From an optimization exercise on the open Yosys and OpenROAD flow, aimed at small area; shortcuts taken in it are not production practice.
Power and IR drop assume default switching activity.

Setup of v21:
// Project10_Pong_Top
module Project10_Pong_Top
  (input  i_Clk,
   input  i_Rst,
   input  i_UART_RX,
   input  i_Switch_1,
   input  i_Switch_2,
   input  i_Switch_3,
   input  i_Switch_4,
   output o_VGA_HSync,
   output o_VGA_VSync,
   output o_VGA_Red_0,
   output o_VGA_Red_1,
   output o_VGA_Red_2,
   output o_VGA_Grn_0,
   output o_VGA_Grn_1,
   output o_VGA_Grn_2,
   output o_VGA_Blu_0,
   output o_VGA_Blu_1,
   output o_VGA_Blu_2);
export LEC_CHECK = 0
export CAP_MARGIN = 20
export CORE_MARGIN = 2
export CORE_UTILIZATION = 60
export CTS_BUF_LIST = sky130_fd_sc_hd__clkbuf_8
export SLEW_MARGIN = 20
create_clock -name core_clock -period 10.0 [get_ports {i_Clk}]
standard.sh (not shown) runs the stock make flow with config.mk's settings and CLKGATE_MAP_FILE= SYNTH_SCRIPT=/design/flow/synth_recipe.tcl, a recipe that flattens the netlist after the stock synthesis.
==> flow/flow/run.sh <==
#!/bin/bash
# The standard layout (the standard.sh, standard synthesis unchanged),
# with two changes to how the layout is made:
#  - the ports are buffered with sky130_fd_sc_hd__buf_1;
#  - clock tree synthesis does not add dummy load cells.
# ORFS writes each step's full log under orfs/logs/; the make output is
# in standard.log.
set -euo pipefail
bash standard.sh \
  BUFFER_PORTS_ARGS="-buffer_cell sky130_fd_sc_hd__buf_1" \
  CTS_ARGS="-sink_clustering_enable -repair_clock_nets -dont_use_dummy_load -buf_list sky130_fd_sc_hd__clkbuf_8" \
  finish > standard.log 2>&1
Inputs modified between v21 and v33:
==> flow/run.sh (new file) <==
#!/bin/bash
# synth_recipe.tcl (not shown) runs the flow's synth.tcl, then flattens the netlist and writes it again
# the make line also repeats each setting of config.mk as NAME=value (left out here)
make -C /OpenROAD-flow-scripts/flow DESIGN_CONFIG=/design/flow/config.mk WORK_HOME=/design/flow/orfs CLKGATE_MAP_FILE= SYNTH_SCRIPT=/design/flow/synth_recipe.tcl finish
-- flow/config.mk --
<<< v21, line 10
export CORE_UTILIZATION = 60
export CTS_BUF_LIST = sky130_fd_sc_hd__clkbuf_8
export SLEW_MARGIN = 20
>>> v33, line 10
export CORE_UTILIZATION = 60
export CTS_BUF_LIST = sky130_fd_sc_hd__clkbuf_4 sky130_fd_sc_hd__clkbuf_8 sky130_fd_sc_hd__clkbuf_16
export SLEW_MARGIN = 20
removed: flow/flow/run.sh
removed: flow/standard.sh
--- outcome ---
Global routing met2 resource utilization: v33 > v21. On wire length of the first global-routing pass, v33 does worse than v21. Final weighted congestion in routability-driven placement (v33 over v21): decrease, 2.6%. Taking v21 as 1.0, v33 lands at 1.08 on routed wire length. On internal portion of total power, v33 does worse than v21. v33 falls short of v21 in final HPWL from detailed placement. Worst hold-check slack: lower on v33.
Input changes introduced in v43 (baseline for comparison: v33):
-- flow/config.mk --
<<< v33, line 10
export CORE_UTILIZATION = 60
export CTS_BUF_LIST = sky130_fd_sc_hd__clkbuf_4 sky130_fd_sc_hd__clkbuf_8 sky130_fd_sc_hd__clkbuf_16
export SLEW_MARGIN = 20
>>> v43, line 10
export CORE_UTILIZATION = 60
export CTS_BUF_LIST = sky130_fd_sc_hd__clkbuf_16
export CTS_CLUSTER_DIAMETER = 500
export CTS_CLUSTER_SIZE = 100
export SLEW_MARGIN = 20
--- outcome ---
- Summary of v43 over v33: total wire length after detailed routing now smaller; total routing resource utilization after global routing saw little to no change; cell area after layout fell by about 0.4%.
- v43: power density of the placed cells 2.7 nW/um^2 below v33
- Diff v33..v43 | iteration count of the initial detailed-routing pass | unchanged
- Delta (v43 minus v33): final instance count without filler cells held; post-synthesis to final-layout area growth now sits lower; part of the total power dissipated in sequential elements +0.8 points.
- Diff v33 -> v43 | detailed route wirelength on metal3 | down by more than 10%
- Looking at largest power group, the the clock network result is from v33; the sequential cells one comes from v43.
Edits applied to the flow inputs when going from v43 to v7:
-- flow/config.mk --
<<< v43, line 10
export CORE_UTILIZATION = 60
export CTS_BUF_LIST = sky130_fd_sc_hd__clkbuf_16
export CTS_CLUSTER_DIAMETER = 500
export CTS_CLUSTER_SIZE = 100
export SLEW_MARGIN = 20
>>> v7, line 10
export CORE_UTILIZATION = 60
export CTS_BUF_LIST = sky130_fd_sc_hd__clkbuf_8
export CTS_CLUSTER_DIAMETER = 50
export CTS_CLUSTER_SIZE = 10
export SLEW_MARGIN = 20
Notes after the runs:
Comparing first-iteration DRC count for v7 and v43, the smaller number came from v43. Re clock buffer instance count of the final layout: v7 and v43 aren't equal, and the higher value belongs to v7. [compare] base=v43 new=v7: final design instance area without fill saw a decrease, total power went down 9.8%, cell area after synthesis shows no meaningful change. Final period utilization: v7 vs v43 up 0.52 points. Per the comparison of v7 with v43, transition at the pin with the smallest max-transition slack higher; total placed instance area roughly the same; setup slack lower. Cmp v7 and v43 / global-route usage / higher: v43.
Function was not checked in any run of this note: the RTL went through the layout flow alone.

==> afterwards: timing with drivers on the ports <==
In the flow no input, the clock included, has a driving cell. The finished layouts below were timed again as built, in two steps. Step 1 sets driving cells, clkbuf_16 on the clock port and buf_2 on the other inputs (assumed; they add their load-dependent delay and slew). Step 2, shift: input delay + t, output delay - t, t = (earliest + latest rising clock arrival at the registers) / 2. This alone moves slack from input paths to output paths. Slacks: ideal ports / drivers / drivers and shift; pairs: ideal ports / drivers.
| run | shift t [ns] | slack for setup (ns) | worst data-port slew with drivers (ns) |
|---|---|---|---|
| v21 | 0.462 | 5.783 / 5.749 / 6.027 | 0.03 |
| v33 | 0.467 | 5.507 / 5.469 / 5.936 | 0.04 |
| v43 | 0.463 | 5.509 / 5.471 / 5.933 | 0.04 |
| v7 | 0.488 | 5.456 / 5.423 / 5.912 | 0.04 |
After both steps every run listed still meets setup and hold.
